Source: an optimization exercise on an open RTL-to-GDS flow (aim: small area, a short achievable clock period and few clock cycles). Production flows keep margins and buffers that such runs may drop. Function was checked by simulation only, so behaviour that the tests miss may differ from the original. Power and IR drop assume default switching activity.

==> flow/design.v <==
`timescale 1ns / 1ps
module Data_selector(
	input clk,
	input rst,
	input data_collect_finish,
	input [7:0] data_in,
	output reg [7:0] data_out,
	output reg [13:0] read_select,
	output reg [13:0] write_out_se,
	output reg data_process_finish,
	output reg wr_enable
    );
	localparam integer H   = 9;                     
	localparam integer K   = H - 2;                 
	localparam integer R0L = 100 - H;               
	localparam [13:0] DN  = 100;                    
	localparam [13:0] DC  = 1 - 100 * (H - 1);      
	localparam [13:0] DB  = -199;                   
	localparam [13:0] DF  = -100 * (H - 1);         
	localparam [13:0] ALAST = (R0L - K + H - 1) * 100 + 99;
	localparam [13:0] A1  = -201;                   
	localparam [13:0] A2  = 100 * (H - 1) - 102;    
	localparam [13:0] A3  = 98;                     
	localparam [13:0] A5  = 100 * (H - 1) - 101;    
	localparam [13:0] A6  = -100 * K - 101;         
	localparam [13:0] A9  = -200;                   
	localparam [13:0] A10 = 9899;                   
	localparam [13:0] A11 = 100 * (H - 2) - 1;      
	localparam [13:0] A12 = 100 * (H - 2);          
	localparam [6:0] C98 = 7'd46;                   
	localparam [3:0] J7  = 4'd10;                   
	localparam [1:0] S_NONE = 2'd0, S_BLUR = 2'd1, S_COLC = 2'd2, S_ROWC = 2'd3;
	reg running;
	reg p1, p2;                  
	reg [3:0] j;                 
	reg [6:0] c;                 
	reg jl, j2, j1;              
	reg c0, c1, c99, cf;         
	reg bf, bl;                  
	reg [7:0] D [1:2*H-1];       
	reg [9:0] hp;                
	reg [9:0] h1, h2;            
	reg [11:0] q;                
	reg [1:0] src, src1;         
	reg [13:0] aoff, aoff1;      
	wire go = running | (data_collect_finish & ~data_process_finish & ~p1 & ~p2);
	wire [9:0] h0 = hp + {2'b0, data_in};
	wire [11:0] sum = q + {2'b0, h1};
	always @(*) begin
		src = S_NONE;
		aoff = A1;
		if (j2) begin
			if (c0) begin
				if (!bf) begin
					src = S_COLC;
					aoff = jl ? A3 : A6;
				end
			end
			else if (cf) begin
				src = S_COLC;
				aoff = jl ? A10 : A9;
			end
			else begin
				src = c1 ? S_COLC : S_BLUR;
				if (!jl) aoff = A1;
				else if (!c99) aoff = A2;
				else if (bl) aoff = A5;
				else aoff = A3;
			end
		end
		else if (j1) begin
			if (bf && !cf) begin src = S_ROWC; aoff = A9; end
		end
		else begin
			if (cf) begin src = S_ROWC; aoff = A12; end
			else if (bl && !c0) begin src = S_ROWC; aoff = A11; end
		end
	end
	wire [13:0] dsw = !c99 ? DC : bl ? DF : DB;
	wire [13:0] a_next = read_select + (jl ? dsw : DN);
	always @(posedge clk or posedge rst) begin
		if (rst) begin
			running <= 1'b0;
			p1 <= 1'b0;
			p2 <= 1'b0;
			j <= 4'd1;
			c <= 7'd1;
			jl <= 1'b0;
			j2 <= 1'b0;
			j1 <= 1'b0;
			c0 <= 1'b1;
			c1 <= 1'b0;
			c99 <= 1'b0;
			cf <= 1'b0;
			bf <= 1'b1;
			bl <= 1'b0;
			read_select <= 0;
			src1 <= S_NONE;
			wr_enable <= 1'b0;
			data_process_finish <= 1'b0;
		end
		else begin
			p2 <= p1;
			p1 <= 1'b0;
			src1 <= S_NONE;
			if (go) begin
				src1 <= src;
				running <= 1'b1;
				read_select <= (jl && cf) ? 14'd0 : a_next;
				if (!jl) begin
					j <= {j[2:0], j[3] ^ j[2]};
					jl <= (j == J7);
					j2 <= (j != 4'd1);
					j1 <= (j == 4'd1);
				end
				else begin
					j <= 4'd1;
					jl <= 1'b0;
					j2 <= 1'b0;
					j1 <= 1'b0;
					if (cf) begin
						c <= 7'd1;
						c0 <= 1'b1;
						cf <= 1'b0;
						bf <= 1'b1;
						bl <= 1'b0;
						running <= 1'b0;
						p1 <= 1'b1;
					end
					else if (c99) begin
						c99 <= 1'b0;
						if (bl) cf <= 1'b1;
						else begin
							c <= 7'd1;
							c0 <= 1'b1;
							bf <= 1'b0;
							bl <= (read_select == ALAST);
						end
					end
					else begin
						c <= {c[5:0], c[6] ^ c[5]};
						c0 <= 1'b0;
						c1 <= c0;
						c99 <= (c == C98);
					end
				end
			end
			else begin
				read_select <= 0;
				j <= 4'd1;
				c <= 7'd1;
				jl <= 1'b0;
				j2 <= 1'b0;
				j1 <= 1'b0;
				c0 <= 1'b1;
				c1 <= 1'b0;
				c99 <= 1'b0;
				cf <= 1'b0;
				bf <= 1'b1;
				bl <= 1'b0;
			end
			wr_enable <= (src1 != S_NONE);
			if (p2) data_process_finish <= 1'b1;
			else if (!data_collect_finish) data_process_finish <= 1'b0;
		end
	end
	integer k;
	always @(posedge clk) begin
		aoff1 <= aoff;
		D[1] <= data_in;
		for (k = 2; k <= 2 * H - 1; k = k + 1) D[k] <= D[k-1];
		hp <= {2'b0, D[2*H-1]} + {1'b0, D[H-1], 1'b0};
		h1 <= h0;
		h2 <= h1;
		q <= {2'b0, h2} + {1'b0, h1, 1'b0};
		write_out_se <= read_select + aoff1;
		case (src1)
			S_BLUR: data_out <= sum[11:4];
			S_COLC: data_out <= D[H+2];
			default: data_out <= D[2];
		endcase
	end
endmodule
export LEC_CHECK = 0
export ABC_AREA = 1
export CAP_MARGIN = 20
export CORE_MARGIN = 2
export CORE_UTILIZATION = 55
export SETUP_SLACK_MARGIN = 3.2
export SLEW_MARGIN = 20
create_clock -name core_clock -period 5.5 [get_ports {clk}]
standard.sh (not shown) runs the stock make flow with config.mk's settings and CLKGATE_MAP_FILE= SYNTH_SCRIPT=/design/flow/synth_recipe.tcl, a recipe that flattens the netlist after the stock synthesis.
==> flow/flow/run.sh <==
#!/bin/bash
# Standard ORFS layout (the standard.sh), with two changes:
#  - port buffers are the smallest buffer (buf_1) instead of clkdlybuf4s50_1;
#  - clock tree built from clkbuf_16 in clusters of up to 30 sinks, without dummy loads.
set -euo pipefail
bash standard.sh \
  "BUFFER_PORTS_ARGS=-buffer_cell sky130_fd_sc_hd__buf_1" \
  "CTS_ARGS=-sink_clustering_enable -repair_clock_nets -dont_use_dummy_load -buf_list sky130_fd_sc_hd__clkbuf_16 -sink_clustering_size 30 -sink_clustering_max_diameter 100" \
  finish > standard_flow.log 2>&1
Testbench counts at the start, summed over its fixed seeds: cycles 302,736.
Edit:
==> flow/flow/run.sh (replaced) <==
#!/bin/bash
# Standard ORFS layout (the standard.sh), with two changes:
#  - port buffers are the smallest buffer (buf_1) instead of clkdlybuf4s50_1;
#  - clock tree built from clkbuf_8 in clusters of up to 16 sinks, without dummy loads.
set -euo pipefail
bash standard.sh \
  "BUFFER_PORTS_ARGS=-buffer_cell sky130_fd_sc_hd__buf_1" \
  "CTS_ARGS=-sink_clustering_enable -repair_clock_nets -dont_use_dummy_load -buf_list sky130_fd_sc_hd__clkbuf_8 -sink_clustering_size 16 -sink_clustering_max_diameter 50" \
  finish > standard_flow.log 2>&1
--- a/flow/config.mk
+++ b/flow/config.mk
@@ -9,5 +9,5 @@
 export CAP_MARGIN = 20
 export CORE_MARGIN = 2
-export CORE_UTILIZATION = 55
+export CORE_UTILIZATION = 65
 export SETUP_SLACK_MARGIN = 3.2
 export SLEW_MARGIN = 20
Effect: The changed run passed the timing, DRC and antenna checks. Utilization came out higher by 9.7 points. Die area came out lower by about 15%. Sequential share of layout area came out higher by 0.39 points. Worst setup slack hardly moves.
Edit:
--- a/flow/config.mk
+++ b/flow/config.mk
@@ -10,4 +10,4 @@
 export CORE_MARGIN = 2
 export CORE_UTILIZATION = 65
-export SETUP_SLACK_MARGIN = 3.2
+export SETUP_SLACK_MARGIN = 3.3
 export SLEW_MARGIN = 20
After rerunning:
- The new run completed with no timing, DRC or antenna violations
- worst setup slack improved by 64 ps
- final area went up by about 2.5%
- final cell count is higher by about 2.3%

* * *

== build 21 ==
// Data_selector: RTL as listed in full above, without the edits since
Settings: LEC_CHECK=0, ABC_AREA=1, CAP_MARGIN=20, CORE_MARGIN=2, CORE_UTILIZATION=55, SETUP_SLACK_MARGIN=3.2, SLEW_MARGIN=20; clock period 5.5 ns.
==> flow/flow/run.sh <==
#!/bin/bash
# Standard ORFS layout (the standard.sh), with two changes:
#  - port buffers are the smallest buffer (buf_1) instead of clkdlybuf4s50_1;
#  - clock tree built from clkbuf_8 in clusters of up to 16 sinks, without dummy loads.
set -euo pipefail
bash standard.sh \
  "BUFFER_PORTS_ARGS=-buffer_cell sky130_fd_sc_hd__buf_1" \
  "CTS_ARGS=-sink_clustering_enable -repair_clock_nets -dont_use_dummy_load -buf_list sky130_fd_sc_hd__clkbuf_8 -sink_clustering_size 16 -sink_clustering_max_diameter 50" \
  finish > standard_flow.log 2>&1
Testbench counts of build 21, summed over its fixed seeds: cycles 302,736.
Inputs modified between build 21 and build 81:
- a change of SETUP_SLACK_MARGIN from 3.2 to 3.1
- Build 81 completed; timing, DRC and antenna clean
- The higher sequential cell area share of build 81 and build 21 is in build 81.
- From build 21 to build 81 the numbers moved as follows: number of buffers created by CTS saw a decrease, clock share of power went down, first-pass GRT wire length fell by 1.6%, met1 layer wirelength in the final routing held steady.
- Diff build 81..build 21 | number of signal-net inverters in the final layout | unchanged

* * *

Setup of quartz:
Starts from the design.v that is shown in full above.
Settings: LEC_CHECK=0, ABC_AREA=1, CAP_MARGIN=20, CORE_MARGIN=2, CORE_UTILIZATION=55, SETUP_SLACK_MARGIN=3.3, SLEW_MARGIN=20; clock period 5.5 ns.
==> flow/flow/run.sh <==
#!/bin/bash
# Standard ORFS layout (the standard.sh), with two changes:
#  - port buffers are the smallest buffer (buf_1) instead of clkdlybuf4s50_1;
#  - clock tree built from clkbuf_16 in clusters of up to 30 sinks, without dummy loads.
set -euo pipefail
bash standard.sh \
  "BUFFER_PORTS_ARGS=-buffer_cell sky130_fd_sc_hd__buf_1" \
  "CTS_ARGS=-sink_clustering_enable -repair_clock_nets -dont_use_dummy_load -buf_list sky130_fd_sc_hd__clkbuf_16 -sink_clustering_size 30 -sink_clustering_max_diameter 100" \
  finish > standard_flow.log 2>&1
Testbench counts of quartz, summed over its fixed seeds: cycles 302,736.
For willow, these inputs were changed with respect to quartz:
==> flow/flow/run.sh <==
#!/bin/bash
# Standard ORFS layout (the standard.sh), with two changes:
#  - port buffers are the smallest buffer (buf_1) instead of clkdlybuf4s50_1;
#  - clock tree built from clkbuf_8 in clusters of up to 16 sinks, without dummy loads.
set -euo pipefail
bash standard.sh \
  "BUFFER_PORTS_ARGS=-buffer_cell sky130_fd_sc_hd__buf_1" \
  "CTS_ARGS=-sink_clustering_enable -repair_clock_nets -dont_use_dummy_load -buf_list sky130_fd_sc_hd__clkbuf_8 -sink_clustering_size 16 -sink_clustering_max_diameter 50" \
  finish > standard_flow.log 2>&1
Notes after the runs:
Leakage power delta (quartz -> willow): insignificant
Compared with quartz, in willow via count of the first global-routing pass +147; achievable frequency now larger; clock network power share decreased by 0.3 points relative to the old numbers; overall via count from detail_route now sits higher; final critical path time including I/O delays and setup has decreased.
Higher count of cells resized by post-cts repair goes to willow over quartz.
Looking only at sequential power share, and setting everything else aside, the lower value of willow and quartz goes to willow.

* * *

== v7 ==
Another version of the RTL of Data_selector (not shown whole).
For scale: roughly 260 flip-flops, about 0.0096 mm² of cells after synthesis.
Settings: LEC_CHECK=0, CAP_MARGIN=20, CORE_MARGIN=2, CORE_UTILIZATION=40, SETUP_SLACK_MARGIN=3.0, SLEW_MARGIN=20; clock period 5.5 ns.
==> flow/flow/run.sh <==
#!/bin/bash
# Standard ORFS layout (the standard.sh), with two changes:
#  - port buffers are the smallest buffer (buf_1) instead of clkdlybuf4s50_1;
#  - clock tree built from clkbuf_8 in clusters of up to 20 sinks, without dummy loads.
set -euo pipefail
bash standard.sh \
  "BUFFER_PORTS_ARGS=-buffer_cell sky130_fd_sc_hd__buf_1" \
  "CTS_ARGS=-sink_clustering_enable -repair_clock_nets -dont_use_dummy_load -buf_list sky130_fd_sc_hd__clkbuf_8 -sink_clustering_size 20 -sink_clustering_max_diameter 60" \
  finish > standard_flow.log 2>&1
Per the final summary, v7 finished and its layout is clean on timing, DRC and antenna.
Testbench counts of v7, summed over its fixed seeds: cycles 302,736.
What v36 does differently from v7 at the input level:
Settings: SETUP_SLACK_MARGIN now 3.2, was 3.0.
==> flow/run.sh (new file) <==
#!/bin/bash
# synth_recipe.tcl (not shown) runs the flow's synth.tcl, then flattens the netlist and writes it again
# the make line also repeats each setting of config.mk as NAME=value (left out here)
make -C /OpenROAD-flow-scripts/flow DESIGN_CONFIG=/design/flow/config.mk WORK_HOME=/design/flow/orfs CLKGATE_MAP_FILE= SYNTH_SCRIPT=/design/flow/synth_recipe.tcl finish
removed: flow/flow/run.sh
removed: flow/standard.sh
### Flow results
Critical path class = flop to primary output: v36; critical path class = input pin to flop: v7
Re all-layer global routing usage: v36 and v7 aren't equal, and the lower value belongs to v7.
The higher sequential cell area share came out of v7.
v36 consumes more power than v7 does.
Compare v36 and v7 | design area lower: v7
Relative to v36, the following input files were edited for v12:
==> flow/flow/run.sh (new file) <==
#!/bin/bash
# Standard ORFS layout (the standard.sh), with two changes:
#  - port buffers are the smallest buffer (buf_1) instead of clkdlybuf4s50_1;
#  - clock tree built from clkbuf_8 in clusters of up to 20 sinks, without dummy loads.
set -euo pipefail
bash standard.sh \
  "BUFFER_PORTS_ARGS=-buffer_cell sky130_fd_sc_hd__buf_1" \
  "CTS_ARGS=-sink_clustering_enable -repair_clock_nets -dont_use_dummy_load -buf_list sky130_fd_sc_hd__clkbuf_8 -sink_clustering_size 20 -sink_clustering_max_diameter 60" \
  finish > standard_flow.log 2>&1
==> flow/standard.sh (new file) <==
#!/bin/bash
# synth_recipe.tcl (not shown) runs the flow's synth.tcl, then flattens the netlist and writes it again
# the make line also repeats each setting of config.mk as NAME=value (left out here)
make -C /OpenROAD-flow-scripts/flow DESIGN_CONFIG=/design/flow/config.mk WORK_HOME=/design/flow/orfs CLKGATE_MAP_FILE= SYNTH_SCRIPT=/design/flow/synth_recipe.tcl "${@:-finish}"
removed: flow/run.sh
### Flow results
Relative to v36, the required time of the critical path of v12 is higher by 1.46 ns. v12 vs. v36: critical path depth moved up, achievable frequency decreased 1.9%, number of max-capacitance violations reported stayed essentially flat. Compared with v36, v12 improves internal power contribution. v12 ends up with lower cell area than v36 does. Re fraction of power consumed by sequential logic: v12 and v36 aren't equal, and the higher value belongs to v12.
Input-level comparison between v49 and v12:
Settings: changing SETUP_SLACK_MARGIN from 3.2 to 3.5.
==> flow/run.sh (new file) <==
#!/bin/bash
# synth_recipe.tcl (not shown) runs the flow's synth.tcl, then flattens the netlist and writes it again
# the make line also repeats each setting of config.mk as NAME=value (left out here)
make -C /OpenROAD-flow-scripts/flow DESIGN_CONFIG=/design/flow/config.mk WORK_HOME=/design/flow/orfs CLKGATE_MAP_FILE= SYNTH_SCRIPT=/design/flow/synth_recipe.tcl finish
removed: flow/flow/run.sh
removed: flow/standard.sh
## What came out
NOTE global-route wire length before repair v12->v49 increased by more than 10%
When the final numbers for v12 and v49 were put side by side, the cell area turned out to be smaller in v12.
Of v12 and v49, v49 shows the higher global-route usage, with v12 below it.
Delta (v49 minus v12): number of buffers and inverters on the critical path now larger; final period utilization now sits lower; wire length on met2 rose about 9%; clock share of power rose by 7.6 points; synthesis-to-finish area growth picked up an extra 18 points.
Summary — non-clock buffer share of cell area, v49 relative to v12: higher, by 4.1 points.
The estimated power of v49 ends up higher than the estimate for v12.

* * *

Setup of v14:
Another version of the RTL of Data_selector (not shown whole).
Size in the first run: roughly 49 I/O pins.
Settings: LEC_CHECK=0, ABC_AREA=1, CAP_MARGIN=20, CORE_MARGIN=2, CORE_UTILIZATION=65, SETUP_SLACK_MARGIN=3.3, SLEW_MARGIN=20; clock period 5.5 ns.
==> flow/flow/run.sh <==
#!/bin/bash
# Standard ORFS layout (the standard.sh), with two changes:
#  - port buffers are the smallest buffer (buf_1) instead of clkdlybuf4s50_1;
#  - clock tree built from clkbuf_16 in clusters of up to 30 sinks, without dummy loads.
set -euo pipefail
bash standard.sh \
  "BUFFER_PORTS_ARGS=-buffer_cell sky130_fd_sc_hd__buf_1" \
  "CTS_ARGS=-sink_clustering_enable -repair_clock_nets -dont_use_dummy_load -buf_list sky130_fd_sc_hd__clkbuf_16 -sink_clustering_size 30 -sink_clustering_max_diameter 100" \
  finish > standard_flow.log 2>&1
v14 closes out successfully: all stages finished, all timing, DRC and antenna checks passed.
Testbench counts of v14, summed over its fixed seeds: cycles 302,760.
[inputs] v1 vs v14
- CORE_UTILIZATION now 45, was 65
==> notes.md <==
v1 has completed all stages; timing, DRC and antenna checks passed. Going from v14 to v1, routed wire length shrank by more than 10%. Via count for v1 is lower than for v14. Between v1 and v14, the number of buffers inserted by port buffering does not differ in any meaningful way. NOTE: post-synthesis to final-layout area growth in v1 exceeds that of v14. v1 against v14; total power per unit cell area is down by a few percent. On design area, v1 does worse than v14. v14 → v1: post-route worst setup slack went up, power share of the clock group went up.
Modified inputs, v11 compared to v1
- a change of CORE_UTILIZATION from 45 to 55
Notes after the runs:
- v1 finished all stages; the layout is clean.
- v11 finished end to end and its layout was clean on timing, DRC and antenna.
- Compared with v1, v11 shows switching portion of total power higher by 0.42 points.
- Number of cells upsized or downsized after cts in v11 is 3 higher than in v1
- Going from v1 to v11, cell area after layout shrinks by about 1.1%.
- Register-to-register slack: v11 lower than v1
- First-pass GRT wire length sits higher in v11 than in v1.
What v31 does differently from v11 at the input level:
- CORE_UTILIZATION changed from 55 to 65
==> flow/flow/run.sh <==
#!/bin/bash
# Standard ORFS layout (the standard.sh), with two changes:
#  - port buffers are the smallest buffer (buf_1) instead of clkdlybuf4s50_1;
#  - clock tree built from clkbuf_8 in clusters of up to 16 sinks, without dummy loads.
set -euo pipefail
bash standard.sh \
  "BUFFER_PORTS_ARGS=-buffer_cell sky130_fd_sc_hd__buf_1" \
  "CTS_ARGS=-sink_clustering_enable -repair_clock_nets -dont_use_dummy_load -buf_list sky130_fd_sc_hd__clkbuf_8 -sink_clustering_size 16 -sink_clustering_max_diameter 50" \
  finish > standard_flow.log 2>&1
Notes after the runs:
v31 does worse than v11 on setup slack.
Area of combinational cells with multiple inputs was lower in v11 than in v31.
Going from v11 to v31, the routed wirelength normalized by instance count was found to have gone up by 12%.
Against v11 as the reference, v31 delivers a higher fraction of met3 tracks used by global routing.
Routed wire length: v31 vs v11 up about 12%
The final period demand of the worst path number comes out lower for v11 vs v31.
Comparing v31 and v11, the lower reported leakage power is on v11.
> inputs changed (v31 -> v8)
- GPL_ROUTABILITY_DRIVEN newly set to 0
- CORE_UTILIZATION changed from 65 to 55
==> flow/flow/run.sh <==
#!/bin/bash
# Standard ORFS layout (the standard.sh), with two changes:
#  - port buffers are the smallest buffer (buf_1) instead of clkdlybuf4s50_1;
#  - clock tree built from clkbuf_16 in clusters of up to 30 sinks, without dummy loads.
set -euo pipefail
bash standard.sh \
  "BUFFER_PORTS_ARGS=-buffer_cell sky130_fd_sc_hd__buf_1" \
  "CTS_ARGS=-sink_clustering_enable -repair_clock_nets -dont_use_dummy_load -buf_list sky130_fd_sc_hd__clkbuf_16 -sink_clustering_size 30 -sink_clustering_max_diameter 100" \
  finish > standard_flow.log 2>&1
Run comparison: v8 launching instance or port of the critical path read_select[6]; v31 launching instance or port of the critical path read_select[2]
On leakage power, v31 loses to v8.
Wire length of the first global-routing pass was lower in v8 than in v31.
Between v8 and v31, it is v8 whose worst-case headroom to the max-slew limit is higher, by 14 points.
Edits applied to the flow inputs when going from v8 to v21:
- a deleted ABC_AREA that had been 1
- a deleted GPL_ROUTABILITY_DRIVEN that had been 0
Notes after the runs:
Compared with v8, v21 shows a higher post-route clock period utilization. v21 ended up with a higher global-route track usage on met3 than v8 did. Total power consumption of the routed design for v21: about 2.7% up relative to v8.

==> afterwards: timing with drivers on the ports <==
How much do the figures lean on ideal ports? The routed layouts below were timed once more, with nothing changed but the port constraints.
Step 1, drivers: a clkbuf_16 drives clk and a buf_2 each remaining input, both assumed.
Step 2 adds t to the input delays and takes it off the output delays; t is the mean of the earliest and latest rising clock arrival at the registers after step 1. Input paths then give back, and output paths get back, about the clock's delay inside the block.
Slacks: ideal / step 1 / step 2; pairs: ideal / step 1.
run | t, ns | setup WS [ns] | worst setup path after step 2 | worst data-port slew with drivers (ns) | cell pins on the clock port's net
the first run of note 1 | 0.502 | 3.267 / 3.222 / 2.910 | input to register | 0.03 | 1
the second run of note 1 | 0.529 | 3.266 / 3.230 / 2.921 | input to register | 0.03 | 1
the third run of note 1 | 0.541 | 3.329 / 3.290 / 2.937 | input to register | 0.04 | 1
build 21 | 0.554 | 3.252 / 3.215 / 2.916 | input to register | 0.03 | 1
build 81 | 0.547 | 3.170 / 3.131 / 2.755 | input to register | 0.03 | 1
quartz | 0.489 | 3.261 / 3.218 / 2.984 | input to register | 0.03 | 1
willow | 0.549 | 3.341 / 3.305 / 2.944 | input to register | 0.03 | 1
v7 | 0.560 | 3.047 / 3.068 / 2.507 | input to register | 0.05 | 1
v36 | 0.572 | 3.195 / 3.148 / 2.682 | input to register | 0.03 | 1
v12 | 0.551 | 3.151 / 3.121 / 2.676 | input to register | 0.05 | 1
v49 | 0.563 | 3.210 / 3.163 / 2.759 | input to register | 0.06 | 1
v14 | 0.499 | 3.324 / 3.286 / 2.905 | input to register | 0.03 | 1
v1 | 0.486 | 3.360 / 3.320 / 2.998 | input to register | 0.04 | 1
v11 | 0.485 | 3.345 / 3.308 / 2.948 | input to register | 0.03 | 1
v31 | 0.522 | 3.341 / 3.305 / 2.933 | input to register | 0.03 | 1
v8 | 0.494 | 3.351 / 3.314 / 2.920 | input to register | 0.03 | 1
v21 | 0.488 | 2.849 / 2.849 / 2.849 | register to register | 0.05 | 1
After both steps setup and hold are still met in every run listed. The setup slack of v7, which loses most, moves by +0.021 ns with the drivers and by -0.540 ns with both steps.
